Context: an optimization exercise on an open-source flow, tuned for small area. The choices shown serve that exercise and are no tape-out recipe. At most, simulation tests tie the RTL to the original design; equivalence was not proved. Function not checked in runs 1 to 4: the RTL went through the layout flow alone. Power figures rest on the tool's default switching activity, not on a simulated workload.

File: flow/run.sh
#!/bin/bash
# The standard layout (the standard.sh, standard synthesis unchanged),
# with each port buffered by the smallest buffer cell instead of the
# default clkdlybuf4s50_1.
set -euo pipefail
bash standard.sh "BUFFER_PORTS_ARGS=-buffer_cell sky130_fd_sc_hd__buf_1" finish > flow_standard.log 2>&1
File: standard.sh
#!/bin/bash
# synth_recipe.tcl (not shown) runs the flow's synth.tcl, then flattens the netlist and writes it again
# the make line also repeats each setting of config.mk as NAME=value (left out here)
make -C /OpenROAD-flow-scripts/flow DESIGN_CONFIG=/design/flow/config.mk WORK_HOME=/design/flow/orfs CLKGATE_MAP_FILE= SYNTH_SCRIPT=/design/flow/synth_recipe.tcl "${@:-finish}"
File: config.mk
export PLATFORM = sky130hd
export DESIGN_NAME = led_matrix_soc
export DESIGN_NICKNAME = led_matrix_soc
export VERILOG_FILES = /design/flow/design.v
export SDC_FILE = /design/flow/constraint.sdc
export NUM_CORES = 4
export LEC_CHECK = 0
export CAP_MARGIN = 20
export CORE_MARGIN = 2
export CORE_UTILIZATION = 65
export CTS_BUF_LIST = sky130_fd_sc_hd__clkbuf_16
export CTS_CLUSTER_DIAMETER = 300
export CTS_CLUSTER_SIZE = 20
export SLEW_MARGIN = 20
File: constraint.sdc
create_clock -name core_clock -period 5.0 [get_ports {clk}]
set_input_delay 1.0000 -clock core_clock [delete_from_list [all_inputs] [get_ports {clk}]]
set_output_delay 1.0000 -clock core_clock [all_outputs]
set_load 0.01 [all_outputs]
File: design.v
module avalon_csr
(
	input  wire         clk,
	input  wire         rst,
	output wire         mm_waitrequest,
	output wire [31:0]  mm_readdata,
	output wire         mm_readdatavalid,
	input  wire [31:0]  mm_writedata,
	input  wire [9:0]   mm_address,
	input  wire         mm_write,
	input  wire         mm_read,
	output wire [31:0]  reg0,
	output wire [31:0]  reg1,
	output wire [31:0]  reg2,
	output wire [31:0]  reg3,
	output wire [31:0]  reg4
);
reg [31:0] regs [0:7];
reg        rvalid;
reg [7:0]  rsel;
wire        hit = (mm_address[9:5] == 5'd0) && (mm_address[1:0] == 2'd0);
wire [31:0] wdata = mm_writedata & {32{~rst}};
genvar i;
generate
	for (i = 0; i < 8; i = i + 1) begin : g_reg
		always @(posedge clk)
			if (rst || (mm_write && hit && mm_address[4:2] == i))
				regs[i] <= wdata;
	end
endgenerate
always @(posedge clk) begin
	rvalid <= mm_read & ~rst;
end
generate
	for (i = 0; i < 8; i = i + 1) begin : g_sel
		always @(posedge clk)
			rsel[i] <= hit && (mm_address[4:2] == i);
	end
endgenerate
reg [31:0] rdata;
integer k;
always @(*) begin
	rdata = 32'd0;
	for (k = 0; k < 8; k = k + 1)
		rdata = rdata | (regs[k] & {32{rsel[k]}});
end
assign mm_waitrequest   = 1'b0;
assign mm_readdatavalid = rvalid;
assign mm_readdata      = rdata;
assign reg0 = regs[0];
assign reg1 = regs[1];
assign reg2 = regs[2];
assign reg3 = regs[3];
assign reg4 = regs[4];
endmodule
module dma_from_sdram
(
	input  wire        clk,
	input  wire        rst,
	input  wire        start,
	input  wire [28:0] begin_address,
	input  wire [31:0] size_buffer,
	output wire [28:0] sdram0_data_address,
	input  wire        sdram0_data_waitrequest,
	input  wire [47:0] sdram0_data_readdata,
	input  wire        sdram0_data_readdatavalid,
	output wire        sdram0_data_read,
	output wire [7:0]  sdram0_data_burstcount,
	output wire [9:0]  dist_address,
	output wire [47:0] dist_data,
	output wire        write_enable
);
localparam IDLE = 3'd0, READ = 3'd1, RESP = 3'd2, WRITE = 3'd3, STOP = 3'd4;
reg [2:0]  state;
reg [28:0] addr;
reg [31:0] count;
reg [47:0] data;
wire [31:0] count_inc = count + 32'd1;
always @(posedge clk) begin
	data <= sdram0_data_readdata;
	if (state == IDLE && start)
		addr <= begin_address;
	else if (state == WRITE)
		addr <= addr + 29'd1;
	if (rst) begin
		state <= IDLE;
		count <= 32'd0;
	end else begin
		case (state)
			IDLE:  if (start) state <= READ;
			READ:  if (!sdram0_data_waitrequest) state <= RESP;
			RESP:  if (sdram0_data_readdatavalid) state <= WRITE;
			WRITE: begin
				count <= count_inc;
				state <= (count_inc == size_buffer) ? STOP : READ;
			end
			default: state <= STOP;
		endcase
	end
end
assign sdram0_data_address    = addr;
assign sdram0_data_read       = (state == READ);
assign sdram0_data_burstcount = 8'd1;
assign dist_address           = count[9:0];
assign dist_data              = data;
assign write_enable           = (state == WRITE);
endmodule
module matrix
(
	input  wire        rst_n,
	input  wire        clk,
	output reg         r0,
	output reg         g0,
	output reg         b0,
	output reg         r1,
	output reg         g1,
	output reg         b1,
	output reg         r2,
	output reg         g2,
	output reg         b2,
	output reg         r3,
	output reg         g3,
	output reg         b3,
	output wire [2:0]  a,
	output wire        blank,
	output reg         sclk,
	output wire        latch,
	output wire [9:0]  mem_address,
	input  wire        mem_enable,
	input  wire [47:0] mem_output_data
);
reg [12:0] t;
reg        first;
reg [1:0]  rd_bit;
reg [2:0]  rd_row;
wire shifting = (t[12:9] == 4'd0);
wire neg = &t[12:9];
reg  expire;
always @(*) begin
	if (first)
		expire = ~t[12] & t[9] & t[8] & t[7] & t[6];               
	else
		case (rd_bit)
			2'd1: expire = ~t[12] & t[9] & t[8] & t[7] & t[5] & t[3] & t[2];           
			2'd2: expire = ~t[12] & t[10] & t[9] & t[8] & t[6] & t[5] & t[3] & t[2];   
			2'd3: expire = ~t[12] & t[11] & t[10] & t[9] & t[7] & t[6] & t[5] & t[3] & t[2];  
			default: expire = ~t[9] & t[12] & t[11] & t[10] & t[8] & t[7] & t[6] & t[5] & t[3] & t[2];  
		endcase
end
wire late   = neg & t[4] & (t[3] | (t[2] & t[1]));    
wire at_m1  = neg & (t[4:0] == 5'b11111);    
wire [11:0] bits;
genvar i;
generate
	for (i = 0; i < 12; i = i + 1) begin : g_bit
		wire [3:0] nib = mem_output_data[4*i+3:4*i];
		assign bits[i] = nib[rd_bit] & mem_enable;
	end
endgenerate
always @(posedge clk) begin
	if (rst_n) begin
		t      <= 13'd0;
		first  <= 1'b1;
		rd_bit <= 2'd0;
		rd_row <= 3'd0;
		sclk   <= 1'b0;
		{r3, g3, b3, r2, g2, b2, r1, g1, b1, r0, g0, b0} <= 12'd0;
	end else begin
		if (expire)
			t <= -13'sd19;
		else
			t <= t + 13'd1;
		if (at_m1) begin
			first  <= 1'b0;
			rd_bit <= rd_bit + 2'd1;
			if (rd_bit == 2'd3)
				rd_row <= rd_row + 3'd1;
		end
		sclk <= shifting && (t[1:0] == 2'd3);
		if (shifting && t[1:0] == 2'd1)
			{r3, g3, b3, r2, g2, b2, r1, g1, b1, r0, g0, b0} <= bits;
	end
end
assign blank = neg ? ~at_m1 : first;
assign latch = late & ~at_m1;
wire a_lags = (rd_bit == 2'd0) & ~first & ~late;
assign a = rd_row - {2'd0, a_lags};
assign mem_address = {rd_row, shifting ? t[8:2] : 7'd0};
endmodule
module memory_mux (
	input  wire [9:0]  slave_0_dist_address,
	input  wire [47:0] slave_0_dist_data,
	input  wire        slave_0_write_enable,
	input  wire [9:0]  slave_1_dist_address,
	output wire [9:0]  master_dist_address,
	output wire [47:0] master_dist_data,
	output wire        master_write_enable,
	input  wire        mux
);
assign master_dist_address = mux ? slave_1_dist_address : slave_0_dist_address;
assign master_dist_data    = slave_0_dist_data;
assign master_write_enable = ~mux & slave_0_write_enable;
endmodule
module led_matrix_soc (
	input  wire         clk,
	input  wire         rst,
	output wire         mm_waitrequest,
	output wire [31:0]  mm_readdata,
	output wire         mm_readdatavalid,
	input  wire [31:0]  mm_writedata,
	input  wire [9:0]   mm_address,
	input  wire         mm_write,
	input  wire         mm_read,
	output wire [28:0]  sdram_address,
	input  wire         sdram_waitrequest,
	input  wire [63:0]  sdram_readdata,
	input  wire         sdram_readdatavalid,
	output wire         sdram_read,
	output wire [7:0]   sdram_burstcount,
	output wire [9:0]   ram_address,
	output wire [47:0]  ram_data,
	output wire         ram_wren,
	input  wire [47:0]  ram_q,
	output wire         r0,
	output wire         g0,
	output wire         b0,
	output wire         r1,
	output wire         g1,
	output wire         b1,
	output wire         r2,
	output wire         g2,
	output wire         b2,
	output wire         r3,
	output wire         g3,
	output wire         b3,
	output wire [2:0]   a,
	output wire         blank,
	output wire         sclk,
	output wire         latch
);
wire [31:0] dma_start;
wire [31:0] begin_dma_address;
wire [31:0] size_of_buffer;
wire [31:0] mem_mux;
wire [31:0] matrix_rst;
wire [47:0] dist_dma;
wire        write_enable;
wire [9:0]  dist_address;
wire [9:0]  matrix_memory_address;
avalon_csr avalon_csr (
	.clk              (clk),
	.rst              (rst),
	.mm_waitrequest   (mm_waitrequest),
	.mm_readdata      (mm_readdata),
	.mm_readdatavalid (mm_readdatavalid),
	.mm_writedata     (mm_writedata),
	.mm_address       (mm_address),
	.mm_write         (mm_write),
	.mm_read          (mm_read),
	.reg0             (dma_start),
	.reg1             (begin_dma_address),
	.reg2             (size_of_buffer),
	.reg3             (mem_mux),
	.reg4             (matrix_rst)
);
matrix matrix (
	.rst_n            (matrix_rst[0]),
	.clk              (clk),
	.r0               (r0),
	.g0               (g0),
	.b0               (b0),
	.r1               (r1),
	.g1               (g1),
	.b1               (b1),
	.r2               (r2),
	.g2               (g2),
	.b2               (b2),
	.r3               (r3),
	.g3               (g3),
	.b3               (b3),
	.a                (a),
	.blank            (blank),
	.sclk             (sclk),
	.latch            (latch),
	.mem_address      (matrix_memory_address),
	.mem_enable       (mem_mux[0]),
	.mem_output_data  (ram_q)
);
dma_from_sdram dma_from_sdram (
	.clk                       (clk),
	.rst                       (rst),
	.start                     (dma_start[0]),
	.begin_address             (begin_dma_address[28:0]),
	.size_buffer               (size_of_buffer),
	.sdram0_data_address       (sdram_address),
	.sdram0_data_waitrequest   (sdram_waitrequest),
	.sdram0_data_readdata      (sdram_readdata[47:0]),
	.sdram0_data_readdatavalid (sdram_readdatavalid),
	.sdram0_data_read          (sdram_read),
	.sdram0_data_burstcount    (sdram_burstcount),
	.dist_address              (dist_address),
	.dist_data                 (dist_dma),
	.write_enable              (write_enable)
);
memory_mux memory_mux (
	.slave_0_dist_address (dist_address),
	.slave_0_dist_data    (dist_dma),
	.slave_0_write_enable (write_enable),
	.slave_1_dist_address (matrix_memory_address),
	.master_dist_address  (ram_address),
	.master_dist_data     (ram_data),
	.master_write_enable  (ram_wren),
	.mux                  (mem_mux[0])
);
endmodule
==> results.toml, run 1 <==
[global_routing]
overflow = 0
grt_max_degree = 69
grt_usage = 0.309
grt_pass1_vias = 10900
grt_pass1_wl_um = 61900
antenna_found_initial = 1

[timing]
skew_ns = 0.0188
grt_setup_unrepaired = "false"
slew_violations = 0
setup_violations = 0
tightest_slew_ns = 0.932
finalHoldViolCount = 0
min_period_ns = 3.78
fin_crit_sh = 0.756
tns_ns = 0
setup_ws_ns = 1.22
slew_headroom = 0.379
fmax_mhz = 265

[place]
portBuffers = 283
hpwl_um = 26600
dpl_cell_area_mm2 = 0.0179
dp_cells = 1828
pre_cts_slack_ns = 1.47
gp_congestion = 0.837

[floorplan]
dieHeight_um = 164
dieArea_mm2 = 0.0268
core_mm2 = 0.0251
initial_core_util = 0.659
die_w_um = 164
io_pins = 309
rows = 58

[clock_tree]
cts_num_sinks = 409
path_clk_slew_ns = 0.09
cts_max_path_buffers = 3
numCtsBuffers = 24
cts_hold_buf = 0
clk_latency_ns = 0.55
post-cts-setup-buffers = 0
cts_tree = "built"
htreeDepth = 1
clockRootBuffer = "clkbuf_16"
post_cts_resized = 0

[drt]
ant_nets = 0
vias = 11400
drt_wl_total_um = 41600
viasPerCell = 6.09
wl_per_cell_um = 22.2
drcViolationCount = 0
first_pass_iters = 5
drtIter0Drc = 1126

[yosys]
ys.flop_type = "edfxtp_1"
yosysSeqAreaShare = 0.667
synthCells = 1268
synth-seq-cells = 409
synth_edf_count = 285
yosysWarnings = 4
syn_avg_cell_area_um2 = 13.1
syn_area_mm2 = 0.0166
async_flop_share = 0
synth_cell_type_count = 62

[critical_path]
rr_startpoint = "dma_from_sdram.count[0]"
crit_path_end = "a[1]"
cp_data_arrival_time_ns = 2.78
crit_path_start_kind = "register"
r2r_cells = 9
reg2reg_slack_ns = 1.88
critPathMaxFanout = 15
r2r_end = "dma_from_sdram.state[0]"
cp-startpoint = "matrix.rd_bit[0]"
cp.required_ns = 4.00
setup.worst_path.end_class = "primary output"
crit_type = "register to primary output"

[hold_path]
hp-class = "register to register"
hold_depth = 2

[cells_and_area]
nFillCells = 1746
layout_common_cells = "edfxtp_1, buf_1, a22oi_1"
layout_commonest_cell = "edfxtp_1"
area_growth_syn_to_layout_pct = 12.6
stdcell_count = 1873
fin_area_mm2 = 0.0186
nNetsFinal = 1697
drive_above_1_share = 0.0570
antennaDiodeCount = 0

[power_and_ir_drop]
switchingPower_mw = 1.52
p_seq_frac = 0.626
p_int_mw = 4.96
powerDensity_mw_per_mm2 = 348
ir_drop_uv = 333
clockPowerShare = 0.306
p_leak_nw = 6.15
swShare = 0.235
power_frac_comb = 0.069

[status]
outcome = "complete, no violations"

[run]
drv_cap = 0
==> state kept, by name, summed over array words and instances (netlist names), 2 cells and up <==
name and cells:
avalon_csr.regs 256, avalon_csr.rsel 8, dma_from_sdram.addr 29, dma_from_sdram.count 32
dma_from_sdram.data 48, dma_from_sdram.state 3, matrix.rd_bit 2, matrix.rd_row 3
matrix.t 13
==> synth_stat cells (3+ instances only) <==
| cell | number | area share |
|---|---|---|
| nor3_1 | 25 | 0.0076 |
| nand4_1 | 60 | 0.023 |
| inv_1 | 26 | 0.0059 |
| a22oi_1 | 141 | 0.064 |
| nor3b_1 | 6 | 0.0027 |
| nand3_1 | 28 | 0.0085 |
| and4_1 | 5 | 0.0026 |
| a21oi_1 | 20 | 0.0060 |
| or2_2 | 4 | 0.0015 |
| a31oi_1 | 4 | 0.0015 |
| xnor2_1 | 57 | 0.030 |
| nor2_1 | 85 | 0.019 |
| nor4_1 | 7 | 0.0026 |
| ha_1 | 12 | 0.0091 |
| buf_6 | 5 | 0.0034 |
| and3_1 | 9 | 0.0034 |
| o21ai_0 | 50 | 0.015 |
| and2_1 | 4 | 0.0015 |
| nor2b_1 | 36 | 0.014 |
| nand2_1 | 83 | 0.019 |
| a211oi_1 | 3 | 0.0014 |
| clkbuf_1 | 55 | 0.012 |
| dfxtp_1 | 124 | 0.15 |
| and3b_1 | 4 | 0.0021 |
| o31ai_1 | 3 | 0.0014 |
| mux2_2 | 4 | 0.0027 |
| xor2_1 | 55 | 0.029 |
| nand2b_1 | 7 | 0.0026 |
| edfxtp_1 | 285 | 0.52 |
| mux4_2 | 12 | 0.016 |
| or3_1 | 4 | 0.0015 |
| buf_4 | 9 | 0.0041 |
==> routing by layer <==
layer / GRT usage / share of wire / up-vias
met1: 0.422 / 0.40 / 5531
met3: 0.0604 / 0.086 / 91
met5: 0 / 0.00017 / -
met2: 0.504 / 0.48 / 534
li1: - / - / 5246
met4: 0.101 / 0.034 / 2
==> how the worst min path moves through the flow <==
stage	from	endpoint
5_1_grt	sdram_readdata[37]	dma_from_sdram.data[37]
3_5_place_dp	matrix.b3	matrix.b3
3_3_place_gp	matrix.t[0]	matrix.t[0]
4_1_cts	matrix.b3	matrix.b3
2_1_floorplan	matrix.t[0]	matrix.t[0]
6_report	matrix.b2	matrix.b2
==> layout make-up <==
type	instances	area (um2)	share of cell area
inverters	26	97.6	0.00523
repair buffers	296	1180	0.0634
multi-input cells	768	5190	0.279
well taps	330	413	0.0221
clock inverters	19	83.8	0.00450
clock buffers	25	626	0.0336
flip-flops and latches	409	11000	0.593
==> kinds of logic (layout without fill, tap and decap cells) <==
group,Yosys count,after routing,synth area share
mux,18,18,0.0203
other cells,2,9,0.000454
simple gates,379,379,0.118
buf+inv,98,366,0.0272
xor+xnor,112,112,0.0593
compound gates,238,238,0.0984
fa+ha+maj,12,12,0.00907
flops,409,409,0.667
==> critical path: stages, from the launching register on <==
cell     delay (ns)
dfxtp_1        0.91
inv_1          0.24
ha_1           0.26
and3b_1        0.16
ha_1           0.17
ha_1           0.26
inv_1          0.05
buf_1          0.18
==> power by group through the flow <==
stage / Sequential [mW] / Combinational [mW] / Clock (mW)
CTS: 4.06 / 0.439 / 1.99
global route: 4.08 / 0.492 / 2.10
global placement: 4.12 / 0.426 / 0
detailed placement: 4.13 / 0.436 / 0
floorplan: 4.10 / 0.237 / 0
finish: 4.06 / 0.444 / 1.98
==> through the flow <==
step                total power, mW  hold WS [ns]  utilization
floorplan                      4.34         0.450            -
global placement               4.55         0.486        0.713
detailed placement             4.57         0.498        0.713
CTS                            6.49         0.521        0.741
global route                   6.67         0.529        0.742
finish                         6.48         0.516        0.742
==> run 2: changes to the inputs <==
--- a/config.mk
+++ b/config.mk
@@ -9,6 +9,6 @@
 export CORE_MARGIN = 2
 export CORE_UTILIZATION = 65
 export CTS_BUF_LIST = sky130_fd_sc_hd__clkbuf_16
-export CTS_CLUSTER_DIAMETER = 300
-export CTS_CLUSTER_SIZE = 20
+export CTS_CLUSTER_DIAMETER = 200
+export CTS_CLUSTER_SIZE = 25
 export SLEW_MARGIN = 20
==> results.toml, run 2 <==
[critical_path]
cp_slowest_cell = "dfxtp_1"
crit_top_cell = "ha_1"
setup.worst_path.end_class = "primary output"
crit_path_end = "a[1]"
crit_path_start_kind = "register"
critical_path.max_stage_delay_ns = 0.90
crit_type = "register to primary output"
crit_chain = "inv_1 -> ha_1 -> and3b_1 -> ha_1 -> ha_1 -> inv_1 -> buf_1"
cp_data_arrival_time_ns = 2.74
reg2reg_slack_ns = 1.93
cp_top_family = "flip-flops"
cp-startpoint = "matrix.rd_bit[0]"
r2r_end = "dma_from_sdram.state[0]"
r2r_cells = 9
critPathMaxFanout = 15
critPathBufInv = 3
cp.required_ns = 4.00
path_depth = 7
rr_startpoint = "dma_from_sdram.count[0]"

[cells_and_area]
layout_common_cells = "edfxtp_1, buf_1, a22oi_1"
area_growth_syn_to_layout_pct = 11.8
regMostFlops = "avalon_csr.regs"
largest_reg_flops = 256
drive_above_1_share = 0.0547
reg_top3 = "avalon_csr.regs (256), dma_from_sdram.data (48), dma_from_sdram.count (32)"
nNetsFinal = 1693
antennaDiodeCount = 0
stdcell_count = 1865
layout_commonest_cell = "edfxtp_1"

[drt]
drt_wl_total_um = 40900
vias = 11400
drtIter0Drc = 1268
drcViolationCount = 0
first_pass_iters = 5
ant_nets = 0
wl_per_cell_um = 22.0
viasPerCell = 6.10

[floorplan]
core_mm2 = 0.0251
dieHeight_um = 164
die_w_um = 164
initial_core_util = 0.659
rows = 58
io_pins = 309
dieArea_mm2 = 0.0268

[global_routing]
grt_usage = 0.306
overflow = 0
grt_pass1_vias = 10700
grt_pass1_wl_um = 61200
grt_max_degree = 69
antenna_found_initial = 0

[timing]
slew_headroom = 0.380
grt_setup_unrepaired = "false"
fin_crit_sh = 0.747
finalHoldViolCount = 0
slew_violations = 0
skew_ns = 0.0329
min_period_ns = 3.74
tightest_slew_ns = 0.930
tns_ns = 0
fmax_mhz = 268
setup_violations = 0

[yosys]
synth_area_leaders = "edfxtp_1, dfxtp_1, a22oi_1, xnor2_1, xor2_1"
synthTopCellsByCount = "edfxtp_1, a22oi_1, dfxtp_1"
syn_area_mm2 = 0.0166
synth_edf_count = 285
synthCells = 1268
synth_top_area_frac = 0.517
syn_avg_cell_area_um2 = 13.1
yosysMostFrequentCell = "edfxtp_1"
ys.flop_type = "edfxtp_1"
synth-seq-cells = 409
synth_cell_type_count = 62
synth_area_leader_cell = "edfxtp_1"
yosysWarnings = 4
async_flop_share = 0
yosysSeqAreaShare = 0.667

[power_and_ir_drop]
ir_drop_uv = 389
powerDensity_mw_per_mm2 = 339
p_leak_nw = 6.07

[clock_tree]
htreeDepth = 1
post-cts-setup-buffers = 0
post_cts_resized = 0
clk_latency_ns = 0.56
numCtsBuffers = 20
clockRootBuffer = "clkbuf_16"
cts_max_path_buffers = 3
cts_num_sinks = 409
path_clk_slew_ns = 0.10
cts_hold_buf = 0
cts_tree = "built"

[place]
gp_congestion = 0.837
hpwl_um = 26600
portBuffers = 283
dp_cells = 1828

[hold_path]
hold_depth = 2
hp-class = "register to register"

[status]
outcome = "complete, no violations"

[run]
drv_cap = 0
==> run 2: cell types whose count changed in the layout (fill, tap and decap cells not counted), sizes merged <==
cell and delta:
clkbuf -5, inv -3
==> run 2: worst min-delay path by stage <==
stage,from,endpoint,slack [ns]
final,matrix.b3,matrix.b3,0.52
after global routing,sdram_readdata[37],dma_from_sdram.data[37],0.51
after CTS,sdram_readdata[12],dma_from_sdram.data[12],0.51
after detailed placement,matrix.b3,matrix.b3,0.50
after global placement,matrix.t[0],matrix.t[0],0.49
after floorplan,matrix.t[0],matrix.t[0],0.45
==> run 2: cell type report <==
| class | instances | area (um2) |
|---|---|---|
| inverters | 26 | 97.6 |
| clock buffers | 20 | 500 |
| clock inverters | 16 | 85.1 |
| well taps | 330 | 413 |
| multi-input cells | 768 | 5190 |
| flip-flops and latches | 409 | 11000 |
| fillers | 1741 | 6600 |
| repair buffers | 296 | 1170 |
==> run 2: through the flow <==
step | power (mW) | util | cell area (um2) | hold WS, ns | setup slack (ns)
after floorplan | 4.34 | - | 16600 | 0.450 | 0.323
after CTS | 6.28 | 0.736 | 18500 | 0.515 | 1.18
after global placement | 4.55 | 0.713 | 17900 | 0.486 | 1.52
after detailed placement | 4.57 | 0.713 | 17900 | 0.498 | 1.47
after global routing | 6.47 | 0.737 | 18500 | 0.512 | 1.02
final | 6.28 | 0.737 | 18500 | 0.520 | 1.26
==> run 2: power by group <==
group          internal [mW]  leakage [nW]  switching (mW)
Sequential              3.90          3.77           0.159
Combinational          0.154          1.96           0.288
Clock                  0.749         0.335            1.03
Total                   4.80          6.07            1.48
==> run 2: layer usage <==
layer | track usage | part of all wire | vias to the layer above
met5 | 0 | 0 | -
met4 | 0.0917 | 0.032 | 0
met2 | 0.499 | 0.48 | 568
met1 | 0.429 | 0.40 | 5496
li1 | - | - | 5228
met3 | 0.0485 | 0.084 | 84
==> run 2: cells by family (layout without fill, tap and decap cells) <==
logic type,count (synthesis),after routing,synth area share
fa+ha+maj,12,12,0.00907
simple gates,379,379,0.118
compound gates,238,238,0.0984
flops,409,409,0.667
other cells,2,9,0.000454
buf+inv,98,358,0.0272
mux,18,18,0.0203
xor+xnor,112,112,0.0593
==> run 2: worst register-to-register path, stage by stage, from the launching register on <==
cell and delay [ns]:
dfxtp_1 0.48, ha_1 0.27, nand3_2 0.20, or2_2 0.45, o41a_1 0.47, a2111o_1 0.30
o211ai_1 0.10, nand4_1 0.16, nor4_2 0.40, a21oi_1 0.13
==> run 3: changes to the inputs <==
--- a/design.v
+++ b/design.v
@@ -75,13 +75,27 @@
 reg [28:0] addr;
 reg [31:0] count;
 reg [47:0] data;
-wire [31:0] count_inc = count + 32'd1;
+wire [32:0] count_c;
+wire [29:0] addr_c;
+assign count_c[0] = 1'b1;
+assign addr_c[0]  = 1'b1;
+genvar i;
+generate
+	for (i = 0; i < 32; i = i + 1) begin : g_cinc
+		assign count_c[i+1] = count_c[i] & count[i];
+	end
+	for (i = 0; i < 29; i = i + 1) begin : g_ainc
+		assign addr_c[i+1] = addr_c[i] & addr[i];
+	end
+endgenerate
+wire [31:0] count_inc = count ^ count_c[31:0];
+wire [28:0] addr_inc  = addr ^ addr_c[28:0];
 always @(posedge clk) begin
 	data <= sdram0_data_readdata;
 	if (state == IDLE && start)
 		addr <= begin_address;
 	else if (state == WRITE)
-		addr <= addr + 29'd1;
+		addr <= addr_inc;
 	if (rst) begin
 		state <= IDLE;
 		count <= 32'd0;
@@ -134,6 +148,15 @@
 reg [1:0]  rd_bit;
 reg [2:0]  rd_row;
 wire shifting = (t[12:9] == 4'd0);
+wire [13:0] t_c;
+assign t_c[0] = 1'b1;
+genvar j;
+generate
+	for (j = 0; j < 13; j = j + 1) begin : g_tinc
+		assign t_c[j+1] = t_c[j] & t[j];
+	end
+endgenerate
+wire [12:0] t_inc = t ^ t_c[12:0];
 wire neg = &t[12:9];
 reg  expire;
 always @(*) begin
@@ -169,7 +192,7 @@
 		if (expire)
 			t <= -13'sd19;
 		else
-			t <= t + 13'd1;
+			t <= t_inc;
 		if (at_m1) begin
 			first  <= 1'b0;
 			rd_bit <= rd_bit + 2'd1;
--- a/config.mk
+++ b/config.mk
@@ -9,6 +9,6 @@
 export CORE_MARGIN = 2
 export CORE_UTILIZATION = 65
 export CTS_BUF_LIST = sky130_fd_sc_hd__clkbuf_16
-export CTS_CLUSTER_DIAMETER = 200
+export CTS_CLUSTER_DIAMETER = 100
 export CTS_CLUSTER_SIZE = 25
 export SLEW_MARGIN = 20
==> results.toml, run 3 <==
[timing]
fin_crit_sh = 1.24
finalHoldViolCount = 0
setup_ws_ns = -1.18
fmax_mhz = 162
skew_ns = 0.0178
setup_violations = 9
grt_setup_unrepaired = "true"
slew_violations = 0
slew_headroom = 0.342
min_period_ns = 6.18
tightest_slew_ns = 0.987
hold_ws_ns = 0.490

[global_routing]
grt_pass1_wl_um = 57100
overflow = 0
antenna_found_initial = 0
grt_pass1_vias = 10200
grt_usage = 0.290
grt_max_degree = 49

[hold_path]
hp-class = "register to register"
min_from = "matrix.t[0]"

[power_and_ir_drop]
switchingPower_mw = 1.41
clockPowerShare = 0.284
p_int_mw = 4.84
powerDensity_mw_per_mm2 = 332
swShare = 0.225
power_frac_comb = 0.072
p_leak_nw = 6.36
p_seq_frac = 0.644
power_mw = 6.25
ir_drop_uv = 458

[critical_path]
critical_path.max_stage_delay_ns = 0.35
cp_data_arrival_time_ns = 6.59
critPathMaxFanout = 2
cp_top_family = "adder cells"
rr_startpoint = "dma_from_sdram.count[0]"
crit_path_start_kind = "register"
crit_path_end = "dma_from_sdram.state[0]"
reg2reg_slack_ns = -1.18
path_depth = 35
cp.required_ns = 5.41
setup.worst_path.end_class = "register"
critPathBufInv = 0
crit_type = "register to register"
r2r_end = "dma_from_sdram.state[0]"
cp_slowest_cell = "dfxtp_2"
cp-startpoint = "dma_from_sdram.count[0]"
crit_top_cell = "ha_4"
r2r_cells = 35

[drt]
vias = 10300
wl_per_cell_um = 22.4
viasPerCell = 6.03
drt_wl_total_um = 38200
drcViolationCount = 0
drtIter0Drc = 861
first_pass_iters = 7
ant_nets = 0

[clock_tree]
cts_tree = "built"
cts_num_sinks = 409
cts_hold_buf = 0
clockRootBuffer = "clkbuf_16"
cts_max_path_buffers = 3
clk_latency_ns = 0.52
path_clk_slew_ns = 0.11
htreeDepth = 1
numCtsBuffers = 20

[place]
gp_congestion = 0.821
portBuffers = 283
hpwl_um = 25100

[cells_and_area]
largest_reg_flops = 256
nNetsFinal = 1605
antennaDiodeCount = 0
reg_top3 = "avalon_csr.regs (256), dma_from_sdram.data (48), dma_from_sdram.count (32)"
area_growth_syn_to_layout_pct = 17.9
drive_above_1_share = 0.136
layout_common_cells = "edfxtp_1, buf_1, a22oi_1"
utilization = 0.776
regMostFlops = "avalon_csr.regs"
layout_commonest_cell = "edfxtp_1"

[floorplan]
rows = 57
dieHeight_um = 161
io_pins = 309
dieArea_mm2 = 0.0258
core_mm2 = 0.0242
die_w_um = 161
initial_core_util = 0.659

[yosys]
synthTopCellsByCount = "edfxtp_1, a22oi_1, dfxtp_1"
synthCells = 1093
syn_avg_cell_area_um2 = 14.6
syn_area_mm2 = 0.0160
synth_edf_count = 285
async_flop_share = 0
ys.flop_type = "edfxtp_1"
synth_area_leader_cell = "edfxtp_1"
synth_area_leaders = "edfxtp_1, dfxtp_1, a22oi_1, ha_1, mux2_2"
synth_top_area_frac = 0.536
yosysMostFrequentCell = "edfxtp_1"
yosysSeqAreaShare = 0.691
synth-seq-cells = 409
yosysWarnings = 4
synth_cell_type_count = 48

[status]
check-failures = "negative setup slack"
outcome = "finished with violations"

[run]
drv_cap = 0
## run 3: changes by cell type in the layout (fill, tap and decap cells not counted), sizes merged, moves of 5 or more
cell and delta:
mux2 +27, nand3 -22, o21ai -33, a21oi +24, and4 -5, xor2 -29
nor3 -24, nor2 -53, xnor2 -42, buf +13, ha +64, and3 -7
nand4 -24
## run 3: worst min path at each step
| stage | endpoint | cells past startpoint |
|---|---|---|
| finish | matrix.t[0] | 1 |
| global route | matrix.t[0] | 1 |
| CTS | matrix.t[0] | 1 |
| detailed placement | matrix.t[0] | 1 |
| global placement | matrix.t[0] | 1 |
| floorplan | matrix.t[0] | 1 |
## run 3: what timing repair did
| action | 4_1_cts | 5_1_grt |
|---|---|---|
| gates resized for setup | 7 | 6 |
| endpoints found under the setup margin | 9 | 11 |
| pin swaps | 3 | 4 |
| buffers inserted | 2 | 0 |
| endpoints found under the hold margin | 0 | 0 |
## run 3: area by class of cell
cell class | instances | area [um2]
flip-flops and latches | 409 | 11100
fillers | 1485 | 5420
multi-input cells | 602 | 5400
repair buffers | 309 | 1280
clock buffers | 21 | 526
well taps | 324 | 405
inverters | 27 | 101
clock inverters | 14 | 65.1
## run 3: worst register-to-register path: cells and delay by family (launching register included)
kind | cells | cell delay, ns
fa+ha+maj | 30 | 4.69
simple gates | 3 | 0.70
flops | 1 | 0.35
xor+xnor | 1 | 0.17
compound gates | 1 | 0.12
## run 3: kinds of logic after synthesis
family	count (synthesis)	synth area share
simple gates	223	0.0726
mux	44	0.0394
compound gates	209	0.0891
xor+xnor	41	0.0225
other cells	2	0.000470
fa+ha+maj	76	0.0596
flops	409	0.691
buf+inv	89	0.0249
## run 3: power groups by stage
stage          Clock (mW)  Combinational [mW]  Sequential (mW)
5_1_grt              1.90               0.492             4.05
3_3_place_gp            0               0.419             4.09
3_5_place_dp            0               0.435             4.10
4_1_cts              1.78               0.443             4.03
6_report             1.78               0.449             4.02
2_1_floorplan           0               0.227             4.09
## run 3: metal layers
metal / GRT usage / vias up / part of all wire
met5: 0 / - / 0
met2: 0.514 / 533 / 0.50
met4: 0.0739 / 0 / 0.022
li1: - / 4685 / -
met3: 0.0349 / 50 / 0.081
met1: 0.387 / 5013 / 0.40
## run 3: per-stage QoR
step	cells	worst slack [ns]	area [um2]	TNS (ns)
global placement	1668	-1.00	18100	-2.98
floorplan	1100	-0.845	16700	-2.20
finish	1706	-1.18	18800	-3.93
detailed placement	1668	-1.05	18100	-3.46
CTS	1705	-1.01	18800	-3.61
global route	1706	-1.41	18800	-5.10
==> run 4: changes to the inputs <==
--- a/design.v
+++ b/design.v
@@ -75,10 +75,11 @@
 reg [28:0] addr;
 reg [31:0] count;
 reg [47:0] data;
+wire        step = (state == WRITE);
 wire [32:0] count_c;
 wire [29:0] addr_c;
-assign count_c[0] = 1'b1;
-assign addr_c[0]  = 1'b1;
+assign count_c[0] = step;
+assign addr_c[0]  = step;
 genvar i;
 generate
 	for (i = 0; i < 32; i = i + 1) begin : g_cinc
@@ -88,29 +89,21 @@
 		assign addr_c[i+1] = addr_c[i] & addr[i];
 	end
 endgenerate
-wire [31:0] count_inc = count ^ count_c[31:0];
-wire [28:0] addr_inc  = addr ^ addr_c[28:0];
+wire [31:0] count_next = count ^ count_c[31:0];
 always @(posedge clk) begin
 	data <= sdram0_data_readdata;
-	if (state == IDLE && start)
-		addr <= begin_address;
-	else if (state == WRITE)
-		addr <= addr_inc;
-	if (rst) begin
+	addr  <= (state == IDLE) ? begin_address : (addr ^ addr_c[28:0]);
+	count <= count_next & {32{~rst}};
+	if (rst)
 		state <= IDLE;
-		count <= 32'd0;
-	end else begin
+	else
 		case (state)
 			IDLE:  if (start) state <= READ;
 			READ:  if (!sdram0_data_waitrequest) state <= RESP;
 			RESP:  if (sdram0_data_readdatavalid) state <= WRITE;
-			WRITE: begin
-				count <= count_inc;
-				state <= (count_inc == size_buffer) ? STOP : READ;
-			end
+			WRITE: state <= (count_next == size_buffer) ? STOP : READ;
 			default: state <= STOP;
 		endcase
-	end
 end
 assign sdram0_data_address    = addr;
 assign sdram0_data_read       = (state == READ);
@@ -172,6 +165,14 @@
 end
 wire late   = neg & t[4] & (t[3] | (t[2] & t[1]));    
 wire at_m1  = neg & (t[4:0] == 5'b11111);    
+wire [4:0] plane = {rd_row, rd_bit};
+wire [5:0] p_c;
+assign p_c[0] = at_m1;
+generate
+	for (j = 0; j < 5; j = j + 1) begin : g_pinc
+		assign p_c[j+1] = p_c[j] & plane[j];
+	end
+endgenerate
 wire [11:0] bits;
 genvar i;
 generate
@@ -193,12 +194,9 @@
 			t <= -13'sd19;
 		else
 			t <= t_inc;
-		if (at_m1) begin
-			first  <= 1'b0;
-			rd_bit <= rd_bit + 2'd1;
-			if (rd_bit == 2'd3)
-				rd_row <= rd_row + 3'd1;
-		end
+		if (at_m1)
+			first <= 1'b0;
+		{rd_row, rd_bit} <= plane ^ p_c[4:0];
 		sclk <= shifting && (t[1:0] == 2'd3);
 		if (shifting && t[1:0] == 2'd1)
 			{r3, g3, b3, r2, g2, b2, r1, g1, b1, r0, g0, b0} <= bits;
==> results.toml, run 4 <==
[status]
outcome = "finished with violations"
check-failures = "negative setup slack"

[critical_path]
rr_startpoint = "dma_from_sdram.state[2]"
crit_top_cell = "ha_4"
cp.required_ns = 5.40
crit_path_start_kind = "register"
critical_path.max_stage_delay_ns = 0.33
cp_top_family = "adder cells"
reg2reg_slack_ns = -1.27
cp_slowest_cell = "dfxtp_2"
cp_data_arrival_time_ns = 6.67
r2r_cells = 38
critPathBufInv = 1
setup.worst_path.end_class = "register"
critPathMaxFanout = 2
r2r_end = "dma_from_sdram.state[0]"
crit_type = "register to register"

[cells_and_area]
antennaDiodeCount = 0
largest_reg_flops = 256
reg_top3 = "avalon_csr.regs (256), dma_from_sdram.data (48), dma_from_sdram.count (32)"
layout_common_cells = "buf_1, edfxtp_1, dfxtp_1"
utilization = 0.787
fin_area_mm2 = 0.0184
nNetsFinal = 1544
drive_above_1_share = 0.143
nFillCells = 1410
area_growth_syn_to_layout_pct = 19.2
regMostFlops = "avalon_csr.regs"
layout_commonest_cell = "buf_1"

[yosys]
synth_fa_ha_area_frac = 0.0626
synth-seq-cells = 409
synth_edf_count = 256
synth_cell_type_count = 43
synth.area.mux_share = 0.0415
syn_area_mm2 = 0.0154
yosysMostFrequentCell = "edfxtp_1"
synth_top_area_frac = 0.499
synth_area_leader_cell = "edfxtp_1"
synth_compound_area_frac = 0.0819
async_flop_share = 0
yosysWarnings = 4
synth-simple-area-share = 0.0711
synthTopCellsByCount = "edfxtp_1, dfxtp_1, a22oi_1"
syn_avg_cell_area_um2 = 15.1
synth_top_family_by_area = "compound AO/OA/AOI/OAI gates"
synth_xor_area_frac = 0.0211
synthCells = 1017
yosysSeqAreaShare = 0.698
synth_area_leaders = "edfxtp_1, dfxtp_1, a22oi_1, ha_1, nor2b_1"
ys.flop_type = "edfxtp_1"

[timing]
tightest_slew_ns = 1.04
setup_ws_ns = -1.27
slew_headroom = 0.305
fmax_mhz = 159
finalHoldViolCount = 0
skew_ns = 0.0169
min_period_ns = 6.27
slew_violations = 0
grt_setup_unrepaired = "true"
setup_violations = 13
fin_crit_sh = 1.25

[clock_tree]
htreeDepth = 1
cts_max_path_buffers = 3
numCtsBuffers = 20
cts_num_sinks = 409
path_clk_slew_ns = 0.10
cts_tree = "built"
clockRootBuffer = "clkbuf_16"
clk_latency_ns = 0.53

[floorplan]
io_pins = 309
core_mm2 = 0.0233
rows = 56
initial_core_util = 0.660
dieHeight_um = 158
dieArea_mm2 = 0.0249
die_w_um = 158

[hold_path]
min_from = "matrix.t[0]"
hold_depth = 1
hp-class = "register to register"
holdPathEnd = "matrix.t[0]"

[global_routing]
grt_pass1_vias = 9651
antenna_found_initial = 0
grt_pass1_wl_um = 54300
overflow = 0
grt_max_degree = 70
grt_usage = 0.292

[drt]
wl_per_cell_um = 22.3
first_pass_iters = 5
drcViolationCount = 0
drt_wl_total_um = 36600
drtIter0Drc = 868
viasPerCell = 5.91
ant_nets = 0
vias = 9687

[power_and_ir_drop]
ir_drop_uv = 396
p_leak_nw = 6.39
powerDensity_mw_per_mm2 = 341

[place]
gp_congestion = 0.759
hpwl_um = 22800
dpl_cell_area_mm2 = 0.0173
portBuffers = 283

[run]
drv_cap = 0
==> run 4: area by class of cell <==
cell class	count	area [um2]	area share
flip-flops and latches	409	10800	0.586
repair buffers	317	1340	0.0732
clock inverters	15	68.8	0.00375
clock buffers	21	526	0.0286
well taps	319	399	0.0217
multi-input cells	534	5160	0.281
inverters	25	93.8	0.00511
==> run 4: kinds of logic after synthesis <==
kind of cell / after synthesis
compound gates: 179
xor+xnor: 37
simple gates: 187
buf+inv: 81
other cells: 2
fa+ha+maj: 77
mux: 45
flops: 409
==> run 4: metrics by stage <==
stage / setup TNS [ns] / total power, mW / hold slack [ns] / setup WS, ns / std cells
floorplan: -8.47 / 4.26 / 0.442 / -1.32 / 1024
global placement: -11.57 / 4.47 / 0.453 / -1.37 / 1603
detailed placement: -12.55 / 4.49 / 0.469 / -1.47 / 1603
CTS: -6.81 / 6.26 / 0.493 / -1.31 / 1640
global route: -8.71 / 6.45 / 0.506 / -1.54 / 1640
finish: -6.75 / 6.27 / 0.488 / -1.27 / 1640
==> run 4: timing repair <==
item	CTS	global route
hold buffers	0	0
setup buffers	1	1
gates resized for setup	59	6
pin swaps	25	6
setup endpoints to repair	17	14
==> run 4: power by group <==
part | switching (mW) | leakage, nW | internal (mW)
combinational | 0.284 | 2.31 | 0.197
sequential | 0.140 | 3.74 | 3.85
clock | 1.02 | 0.341 | 0.776
==> run 4: how the worst max path moves through the flow <==
| stage | from | end | slack (ns) | cells after the start |
|---|---|---|---|---|
| 2_1_floorplan | dma_from_sdram.state[1] | dma_from_sdram.state[0] | -1.32 | 39 |
| 3_3_place_gp | dma_from_sdram.state[2] | dma_from_sdram.state[0] | -1.37 | 38 |
| 3_5_place_dp | dma_from_sdram.state[2] | dma_from_sdram.state[0] | -1.47 | 38 |
| 4_1_cts | dma_from_sdram.state[2] | dma_from_sdram.state[0] | -1.31 | 38 |
| 5_1_grt | dma_from_sdram.state[2] | dma_from_sdram.state[0] | -1.54 | 38 |
| 6_report | dma_from_sdram.state[2] | dma_from_sdram.state[0] | -1.27 | 38 |
==> run 4: routing by layer <==
metal	up-vias	track usage	part of all wire
met5	-	0	0
met1	4758	0.397	0.41
met2	458	0.512	0.50
met4	0	0.0580	0.014
li1	4427	-	-
met3	44	0.0356	0.076
==> run 5: changes to the inputs <==
--- a/design.v
+++ b/design.v
@@ -76,23 +76,35 @@
 reg [31:0] count;
 reg [47:0] data;
 wire        step = (state == WRITE);
-wire [32:0] count_c;
-wire [29:0] addr_c;
-assign count_c[0] = step;
-assign addr_c[0]  = step;
+wire [31:0] count_c;
+wire [28:0] addr_c;
 genvar i;
 generate
 	for (i = 0; i < 32; i = i + 1) begin : g_cinc
-		assign count_c[i+1] = count_c[i] & count[i];
+		if (i % 8 == 0) begin : g_blk
+			if (i == 0)
+				assign count_c[i] = step;
+			else
+				assign count_c[i] = step & (&count[i-1:0]);
+		end else begin : g_rip
+			assign count_c[i] = count_c[i-1] & count[i-1];
+		end
 	end
 	for (i = 0; i < 29; i = i + 1) begin : g_ainc
-		assign addr_c[i+1] = addr_c[i] & addr[i];
+		if (i % 8 == 0) begin : g_blk
+			if (i == 0)
+				assign addr_c[i] = step;
+			else
+				assign addr_c[i] = step & (&addr[i-1:0]);
+		end else begin : g_rip
+			assign addr_c[i] = addr_c[i-1] & addr[i-1];
+		end
 	end
 endgenerate
-wire [31:0] count_next = count ^ count_c[31:0];
+wire [31:0] count_next = count ^ count_c;
 always @(posedge clk) begin
 	data <= sdram0_data_readdata;
-	addr  <= (state == IDLE) ? begin_address : (addr ^ addr_c[28:0]);
+	addr  <= (state == IDLE) ? begin_address : (addr ^ addr_c);
 	count <= count_next & {32{~rst}};
 	if (rst)
 		state <= IDLE;
--- a/config.mk
+++ b/config.mk
@@ -8,7 +8,7 @@
 export CAP_MARGIN = 20
 export CORE_MARGIN = 2
 export CORE_UTILIZATION = 65
-export CTS_BUF_LIST = sky130_fd_sc_hd__clkbuf_16
+export CTS_BUF_LIST = sky130_fd_sc_hd__clkbuf_8
 export CTS_CLUSTER_DIAMETER = 100
-export CTS_CLUSTER_SIZE = 25
+export CTS_CLUSTER_SIZE = 15
 export SLEW_MARGIN = 20
==> results.toml, run 5 <==
[status]
outcome = "complete, no violations"

[cells_and_area]
area_growth_syn_to_layout_pct = 12.1
stdcell_count = 1667
layout_common_cells = "buf_1, edfxtp_1, dfxtp_1"
layout_commonest_cell = "buf_1"
largest_reg_flops = 256
drive_above_1_share = 0.0935
reg_top3 = "avalon_csr.regs (256), dma_from_sdram.data (48), dma_from_sdram.count (32)"
regMostFlops = "avalon_csr.regs"
fin_area_mm2 = 0.0175
antennaDiodeCount = 0
nNetsFinal = 1555

[drt]
drt_wl_total_um = 35200
drcViolationCount = 0
ant_nets = 0
drtIter0Drc = 784
vias = 9793
first_pass_iters = 7
wl_per_cell_um = 21.1
viasPerCell = 5.87

[yosys]
yosysSeqAreaShare = 0.687
synth_area_leader_cell = "edfxtp_1"
syn_area_mm2 = 0.0157
yosysWarnings = 4
ys.flop_type = "edfxtp_1"
synth-seq-cells = 409
synthTopCellsByCount = "edfxtp_1, dfxtp_1, a22oi_1"
syn_avg_cell_area_um2 = 14.9
async_flop_share = 0
synthCells = 1048
synth_top_area_frac = 0.491
synth_area_leaders = "edfxtp_1, dfxtp_1, a22oi_1, ha_1, nor2b_1"
synth_edf_count = 256
yosysMostFrequentCell = "edfxtp_1"
synth_cell_type_count = 50

[timing]
tns_ns = 0
finalHoldViolCount = 0
fmax_mhz = 276
fin_crit_sh = 0.724
slew_headroom = 0.360
hold_ws_ns = 0.487
setup_violations = 0
grt_setup_unrepaired = "false"
tightest_slew_ns = 0.957
skew_ns = 0.0141
min_period_ns = 3.62
slew_violations = 0

[clock_tree]
numCtsBuffers = 31
post-cts-setup-buffers = 0
cts_num_sinks = 409
cts_hold_buf = 0
htreeDepth = 1
clk_latency_ns = 0.60
cts_max_path_buffers = 3
cts_tree = "built"
path_clk_slew_ns = 0.11
post_cts_resized = 0
clockRootBuffer = "clkbuf_8"

[place]
gp_congestion = 0.836
portBuffers = 283
dp_cells = 1610
dpl_cell_area_mm2 = 0.0170
hpwl_um = 22800

[floorplan]
dieArea_mm2 = 0.0253
core_mm2 = 0.0235
rows = 56
initial_core_util = 0.665
io_pins = 309
dieHeight_um = 159
die_w_um = 159

[critical_path]
r2r_cells = 16
rr_startpoint = "dma_from_sdram.state[1]"
critPathMaxFanout = 7
r2r_end = "dma_from_sdram.state[2]"
crit_type = "register to register"
cp_data_arrival_time_ns = 4.17
cp.required_ns = 5.55
setup.worst_path.end_class = "register"
crit_path_start_kind = "register"
reg2reg_slack_ns = 1.38

[power_and_ir_drop]
power_frac_comb = 0.071
switchingPower_mw = 1.42
clockPowerShare = 0.268
ir_drop_uv = 334
p_seq_frac = 0.661
p_int_mw = 4.60
powerDensity_mw_per_mm2 = 343
swShare = 0.236
p_leak_nw = 6.43

[hold_path]
hold_depth = 1
holdPathEnd = "dma_from_sdram.data[23]"
min_from = "sdram_readdata[23]"
hp-class = "primary input to register"

[run]
drv_cap = 0

[global_routing]
grt_pass1_wl_um = 53900
antenna_found_initial = 0
overflow = 0
grt_usage = 0.274
grt_max_degree = 47
grt_pass1_vias = 9613
-- run 5: how the worst max path moves through the flow --
stage | from | end | slack, ns | depth (start not counted)
floorplan | mm_address[7] | avalon_csr.regs[1][0] | 1.48 | 5
global placement | dma_from_sdram.state[1] | dma_from_sdram.state[2] | 1.46 | 16
detailed placement | dma_from_sdram.state[0] | dma_from_sdram.state[2] | 1.41 | 17
CTS | matrix.rd_bit[0] | a[2] | 1.35 | 5
global route | dma_from_sdram.state[0] | dma_from_sdram.state[2] | 1.16 | 16
finish | dma_from_sdram.state[1] | dma_from_sdram.state[2] | 1.38 | 16
-- run 5: metrics by stage --
step,worst slack [ns],power [mW],utilization
2_1_floorplan,1.48,4.27,-
3_3_place_gp,1.46,4.46,0.722
3_5_place_dp,1.41,4.48,0.722
4_1_cts,1.35,6.03,0.745
5_1_grt,1.16,6.22,0.745
6_report,1.38,6.02,0.745
-- run 5: power by group through the flow --
stage               combinational, mW  sequential (mW)  clock, mW
floorplan                       0.220             4.05          0
global placement                0.420             4.04          0
detailed placement              0.429             4.05          0
CTS                             0.433             3.98       1.62
global route                    0.472             4.00       1.75
finish                          0.429             3.98       1.61
-- run 5: routing by layer --
layer | vias to the layer above | share of wire | track usage
li1 | 4511 | - | -
met1 | 4744 | 0.42 | 0.390
met2 | 497 | 0.48 | 0.454
met3 | 41 | 0.081 | 0.0409
met4 | 0 | 0.018 | 0.0665
met5 | - | 0 | 0
-- run 5: cell families (layout without fill, tap and decap cells) --
group / count (synthesis) / in the layout / synth area share
flops: 409 / 409 / 0.687
buf+inv: 86 / 379 / 0.0259
simple gates: 211 / 211 / 0.0810
mux: 42 / 42 / 0.0388
other cells: 2 / 9 / 0.000480
fa+ha+maj: 71 / 71 / 0.0568
xor+xnor: 44 / 44 / 0.0246
compound gates: 183 / 183 / 0.0857
-- run 5: final cells by class --
| cell class | instances | area [um2] |
|---|---|---|
| clock buffer | 31 | 427 |
| clock inverter | 26 | 110 |
| fill | 1590 | 6000 |
| inverter | 28 | 105 |
| multi-input combinational | 560 | 4600 |
| sequential | 409 | 10800 |
| tap | 319 | 399 |
| timing repair buffer | 294 | 1150 |
-- run 5: worst max-delay path, stage by stage (launching register included) --
cell	delay, ns
dfxtp_1	0.56
nand3b_4	0.18
nor3_2	0.30
inv_2	0.05
nor3_2	0.24
ha_1	0.20
ha_1	0.15
ha_1	0.14
ha_1	0.14
ha_1	0.14
ha_1	0.14
ha_1	0.24
xor2_1	0.16
nor4_1	0.31
nand4_1	0.20
nor4b_2	0.28
o21ba_1	0.14
==> run 6: changes to the inputs <==
--- a/config.mk
+++ b/config.mk
@@ -8,7 +8,7 @@
 export CAP_MARGIN = 20
 export CORE_MARGIN = 2
 export CORE_UTILIZATION = 65
-export CTS_BUF_LIST = sky130_fd_sc_hd__clkbuf_8
+export CTS_BUF_LIST = sky130_fd_sc_hd__clkbuf_4 sky130_fd_sc_hd__clkbuf_8 sky130_fd_sc_hd__clkbuf_16
 export CTS_CLUSTER_DIAMETER = 100
 export CTS_CLUSTER_SIZE = 15
 export SLEW_MARGIN = 20
==> results.toml, run 6 <==
[status]
outcome = "complete, no violations"

[timing]
skew_ns = 0.0149
grt_setup_unrepaired = "false"
hold_ws_ns = 0.481
slew_headroom = 0.368
setup_violations = 0
finalHoldViolCount = 0
tightest_slew_ns = 0.948
min_period_ns = 3.66
tns_ns = 0
fin_crit_sh = 0.732
slew_violations = 0
fmax_mhz = 273

[yosys]
yosysWarnings = 4
yosysMostFrequentCell = "edfxtp_1"
synth_top_family_by_area = "compound AO/OA/AOI/OAI gates"
synth.area.mux_share = 0.0388
synth_area_leader_cell = "edfxtp_1"
ys.flop_type = "edfxtp_1"
synthTopCellsByCount = "edfxtp_1, dfxtp_1, a22oi_1"
syn_area_mm2 = 0.0157
synth_xor_area_frac = 0.0246
synth_compound_area_frac = 0.0857
synthCells = 1048
synth-seq-cells = 409
synth_area_leaders = "edfxtp_1, dfxtp_1, a22oi_1, ha_1, nor2b_1"
synth_cell_type_count = 50
synth-simple-area-share = 0.0810
async_flop_share = 0
synth_fa_ha_area_frac = 0.0568
synth_top_area_frac = 0.491
yosysSeqAreaShare = 0.687
syn_avg_cell_area_um2 = 14.9
synth_edf_count = 256

[critical_path]
cp_slowest_cell = "dfxtp_1"
crit_type = "register to register"
cp_data_arrival_time_ns = 4.18
cp_top_family = "simple AND/OR/NAND/NOR gates"
critPathMaxFanout = 7
crit_chain = "nand3b_4 -> nor3_2 -> inv_2 -> nor3_2 -> ha_1 -> ha_1 -> ha_1 -> ha_1 -> ha_1 -> ha_1 -> ha_1 -> xor2_1 -> nor4_1 -> nand4_1 -> nor4b_2 -> o21ba_1"
cp.required_ns = 5.52
critical_path.max_stage_delay_ns = 0.54
setup.worst_path.end_class = "register"
crit_path_start_kind = "register"
crit_top_cell = "ha_1"
critPathBufInv = 1

[cells_and_area]
regMostFlops = "avalon_csr.regs"
layout_common_cells = "buf_1, edfxtp_1, dfxtp_1"
reg_top3 = "avalon_csr.regs (256), dma_from_sdram.data (48), dma_from_sdram.count (32)"
nNetsFinal = 1555
drive_above_1_share = 0.112
layout_commonest_cell = "buf_1"
area_growth_syn_to_layout_pct = 14.9
stdcell_count = 1667
largest_reg_flops = 256
nFillCells = 1524
antennaDiodeCount = 0

[power_and_ir_drop]
clockPowerShare = 0.353
swShare = 0.219
switchingPower_mw = 1.49
p_seq_frac = 0.584
p_int_mw = 5.32
powerDensity_mw_per_mm2 = 378
power_frac_comb = 0.063
ir_drop_uv = 392
p_leak_nw = 6.57

[floorplan]
initial_core_util = 0.665
die_w_um = 159
io_pins = 309
dieHeight_um = 159
rows = 56
dieArea_mm2 = 0.0253
core_mm2 = 0.0235

[global_routing]
grt_usage = 0.276
grt_pass1_vias = 9697
overflow = 0
antenna_found_initial = 0
grt_max_degree = 47
grt_pass1_wl_um = 54300

[drt]
drt_wl_total_um = 35500
drtIter0Drc = 892
vias = 9891
viasPerCell = 5.93
wl_per_cell_um = 21.3
first_pass_iters = 6
ant_nets = 0
drcViolationCount = 0

[run]
drv_cap = 0

[clock_tree]
cts_tree = "built"
clockRootBuffer = "clkbuf_16"
cts_hold_buf = 0
clk_latency_ns = 0.57
post-cts-setup-buffers = 0
post_cts_resized = 0
path_clk_slew_ns = 0.07
numCtsBuffers = 31
cts_max_path_buffers = 3
htreeDepth = 1
cts_num_sinks = 409

[place]
portBuffers = 283
hpwl_um = 22800
dp_cells = 1610
gp_congestion = 0.836

[hold_path]
hp-class = "register to register"
run 6: cell counts after synthesis:
No cell type changed its count.
run 6: power groups by stage:
stage / clock network (mW) / registers [mW] / logic, mW
6_report: 2.40 / 3.98 / 0.429
5_1_grt: 2.55 / 4.00 / 0.470
3_3_place_gp: 0 / 4.04 / 0.420
4_1_cts: 2.43 / 3.98 / 0.432
3_5_place_dp: 0 / 4.05 / 0.429
2_1_floorplan: 0 / 4.05 / 0.220
run 6: final cells by class:
cell class                 instances  area (um2)  share of cell area
clock inverter                     1        16.3            0.000904
multi-input combinational        560        4600               0.256
timing repair buffer             294        1150              0.0637
tap                              319         399              0.0222
sequential                       409       10800               0.598
clock buffer                      56         963              0.0536
inverter                          28         105             0.00584
run 6: routing by layer:
layer	track usage	vias up	wire (um)
met5	0	-	0
met4	0.0653	0	684
met3	0.0432	52	3150
met2	0.460	528	17200
met1	0.389	4789	14500
li1	-	4522	-
run 6: final timing paths:
path                           startpoint                      end  slack (ns)  cells after the start
setup / recovery  dma_from_sdram.state[0]  dma_from_sdram.state[2]        1.34                     16
hold / removal                matrix.t[0]              matrix.t[0]        0.48                      1
setup reg to reg  dma_from_sdram.state[0]  dma_from_sdram.state[2]        1.34                     16
hold reg to reg               matrix.t[0]              matrix.t[0]        0.48                      1
run 6: cell families after synthesis:
group	Yosys count
other cells	2
xor+xnor	44
fa+ha+maj	71
flops	409
compound gates	183
buf+inv	86
simple gates	211
mux	42
run 6: metrics by stage:
step                worst slack [ns]  total power [mW]   util  instance area (um2)
floorplan                       1.48              4.27      -                15700
global placement                1.46              4.46  0.722                17000
detailed placement              1.41              4.48  0.722                17000
CTS                             1.33              6.84  0.764                18000
global route                    1.14              7.03  0.764                18000
finish                          1.34              6.81  0.764                18000
==> run 7: changes to the inputs <==
--- a/config.mk
+++ b/config.mk
@@ -8,7 +8,7 @@
 export CAP_MARGIN = 20
 export CORE_MARGIN = 2
 export CORE_UTILIZATION = 65
-export CTS_BUF_LIST = sky130_fd_sc_hd__clkbuf_4 sky130_fd_sc_hd__clkbuf_8 sky130_fd_sc_hd__clkbuf_16
+export CTS_BUF_LIST = sky130_fd_sc_hd__clkbuf_16
 export CTS_CLUSTER_DIAMETER = 100
-export CTS_CLUSTER_SIZE = 15
+export CTS_CLUSTER_SIZE = 25
 export SLEW_MARGIN = 20
==> results.toml, run 7 <==
[global_routing]
grt_usage = 0.274
grt_pass1_vias = 9602
grt_pass1_wl_um = 53800
grt_max_degree = 47
overflow = 0
antenna_found_initial = 0

[clock_tree]
cts_tree = "built"
clk_latency_ns = 0.54
cts_num_sinks = 409
cts_hold_buf = 0
path_clk_slew_ns = 0.10
htreeDepth = 1
cts_max_path_buffers = 3
post-cts-setup-buffers = 0
clockRootBuffer = "clkbuf_16"
numCtsBuffers = 20
post_cts_resized = 0

[yosys]
synth_top_area_frac = 0.491
synth_edf_count = 256
ys.flop_type = "edfxtp_1"
synth_cell_type_count = 50
synth-seq-cells = 409
yosysWarnings = 4
synth_area_leader_cell = "edfxtp_1"
yosysMostFrequentCell = "edfxtp_1"
yosysSeqAreaShare = 0.687
synthTopCellsByCount = "edfxtp_1, dfxtp_1, a22oi_1"
synthCells = 1048
synth_area_leaders = "edfxtp_1, dfxtp_1, a22oi_1, ha_1, nor2b_1"
syn_avg_cell_area_um2 = 14.9
syn_area_mm2 = 0.0157
async_flop_share = 0

[critical_path]
rr_startpoint = "dma_from_sdram.state[0]"
cp.required_ns = 5.48
critPathMaxFanout = 7
setup.worst_path.end_class = "register"
cp_data_arrival_time_ns = 4.20
reg2reg_slack_ns = 1.28
r2r_cells = 16
r2r_end = "dma_from_sdram.state[2]"
crit_type = "register to register"
crit_path_start_kind = "register"

[place]
portBuffers = 283
gp_congestion = 0.836
hpwl_um = 22800
dp_cells = 1610

[power_and_ir_drop]
swShare = 0.227
p_int_mw = 4.79
p_seq_frac = 0.642
powerDensity_mw_per_mm2 = 352
p_leak_nw = 6.40
clockPowerShare = 0.288
ir_drop_uv = 369
power_frac_comb = 0.069
power_mw = 6.19
switchingPower_mw = 1.40

[timing]
slew_violations = 0
slew_headroom = 0.356
tns_ns = 0
fmax_mhz = 269
grt_setup_unrepaired = "false"
tightest_slew_ns = 0.964
skew_ns = 0.0194
finalHoldViolCount = 0
min_period_ns = 3.72
hold_ws_ns = 0.484
setup_violations = 0
fin_crit_sh = 0.743

[cells_and_area]
antennaDiodeCount = 0
layout_commonest_cell = "buf_1"
regArea_mm2 = 0.0108
layout_common_cells = "buf_1, edfxtp_1, dfxtp_1"
largest_reg_flops = 256
drive_above_1_share = 0.0874
reg_top3 = "avalon_csr.regs (256), dma_from_sdram.data (48), dma_from_sdram.count (32)"
regMostFlops = "avalon_csr.regs"
area_growth_syn_to_layout_pct = 12.5
nNetsFinal = 1544
stdcell_count = 1646
multiInputGateArea_mm2 = 0.00460
nFillCells = 1581

[drt]
wl_per_cell_um = 21.4
vias = 9800
ant_nets = 0
first_pass_iters = 5
viasPerCell = 5.95
drt_wl_total_um = 35200
drcViolationCount = 0
drtIter0Drc = 819

[floorplan]
rows = 56
initial_core_util = 0.665
dieHeight_um = 159
die_w_um = 159
dieArea_mm2 = 0.0253
core_mm2 = 0.0235
io_pins = 309

[hold_path]
hold_depth = 1
min_from = "matrix.t[0]"
holdPathEnd = "matrix.t[0]"
hp-class = "register to register"

[run]
drv_cap = 0

[status]
outcome = "complete, no violations"
-- run 7: kinds of logic (layout without fill, tap and decap cells) --
kind of cell,count (synthesis),count (layout),synth area share
adders and majority gates,71,71,0.0568
DFF,409,409,0.687
xor gates and xnor gates,44,44,0.0246
other,2,9,0.000480
buffers and inverters,86,358,0.0259
AOI/OAI and AO/OA,183,183,0.0857
muxes,42,42,0.0388
and+or+nand+nor,211,211,0.0810
-- run 7: layout make-up --
| class | instances | share of cell area |
|---|---|---|
| Sequential cell | 409 | 0.611 |
| Timing Repair Buffer | 294 | 0.0651 |
| Inverter | 28 | 0.00597 |
| Clock buffer | 21 | 0.0299 |
| Multi-Input combinational cell | 560 | 0.261 |
| Tap cell | 319 | 0.0227 |
| Clock inverter | 15 | 0.00391 |
-- run 7: worst max-delay path, stage by stage (launching register included) --
cell and delay (ns):
dfxtp_1 0.54, nand3b_4 0.18, nor3_2 0.30, inv_2 0.05, nor3_2 0.24, ha_1 0.21, ha_1 0.15, ha_1 0.14
ha_1 0.14, ha_1 0.14, ha_1 0.15, ha_1 0.25, xor2_1 0.17, nor4_1 0.34, nand4_1 0.20, nor4b_2 0.30
o21ba_1 0.16
-- run 7: how the worst max path moves through the flow --
stage / from / endpoint / slack, ns / cells past startpoint
floorplan: mm_address[7] / avalon_csr.regs[1][0] / 1.48 / 5
global placement: dma_from_sdram.state[1] / dma_from_sdram.state[2] / 1.46 / 16
detailed placement: dma_from_sdram.state[0] / dma_from_sdram.state[2] / 1.41 / 17
CTS: dma_from_sdram.state[0] / dma_from_sdram.state[2] / 1.28 / 16
global route: dma_from_sdram.state[0] / dma_from_sdram.state[2] / 0.98 / 16
finish: dma_from_sdram.state[0] / dma_from_sdram.state[2] / 1.28 / 16
-- run 7: per-layer routing --
| metal | track usage | wire length, um | vias up |
|---|---|---|---|
| met5 | 0 | 0 | - |
| met4 | 0.0665 | 729 | 0 |
| met3 | 0.0422 | 3080 | 51 |
| met2 | 0.457 | 17100 | 488 |
| met1 | 0.385 | 14300 | 4775 |
| li1 | - | - | 4486 |
-- run 7: per-stage QoR --
stage | cell area (um2) | setup WS [ns] | util
2_1_floorplan | 15700 | 1.48 | -
3_3_place_gp | 17000 | 1.46 | 0.722
3_5_place_dp | 17000 | 1.41 | 0.722
4_1_cts | 17600 | 1.28 | 0.748
5_1_grt | 17600 | 0.980 | 0.748
6_report | 17600 | 1.28 | 0.748
-- run 7: power groups by stage --
stage	Clock [mW]	Sequential [mW]	Combinational [mW]
floorplan	0	4.05	0.220
global placement	0	4.04	0.420
detailed placement	0	4.05	0.429
CTS	1.80	3.98	0.434
global route	1.91	4.00	0.473
finish	1.79	3.97	0.430

## static timing again, ports no longer ideal
Ports are ideal in the flow. The routed layouts listed here were re-timed in OpenROAD. Step 1 sets driving cells, clkbuf_16 on the clock port and buf_2 on the other inputs (assumed; they add their load-dependent delay and slew). Step 2 times the ports against the registers' clock, not the clock port: input delays grow and output delays shrink by t, the midpoint of the rising clock arrivals with the driver on. Three values: ideal, step 1, step 2; two values: the first two.
run | shift t [ns] | setup WS [ns] | slew at the worst register clock pin (ns) | worst slew at a driven data input, ns
run 1 | 0.591 | 1.220 / 1.171 / 1.417 | 0.09 / 0.09 | 0.05
run 2 | 0.589 | 1.263 / 1.213 / 1.424 | 0.11 / 0.11 | 0.05
run 3 | 0.556 | -1.182 / -1.182 / -1.182 | 0.11 / 0.11 | 0.06
run 4 | 0.568 | -1.273 / -1.273 / -1.273 | 0.10 / 0.10 | 0.05
run 5 | 0.631 | 1.378 / 1.378 / 1.378 | 0.11 / 0.11 | 0.04
run 6 | 0.605 | 1.339 / 1.339 / 1.339 | 0.07 / 0.07 | 0.05
run 7 | 0.573 | 1.283 / 1.283 / 1.283 | 0.10 / 0.10 | 0.05
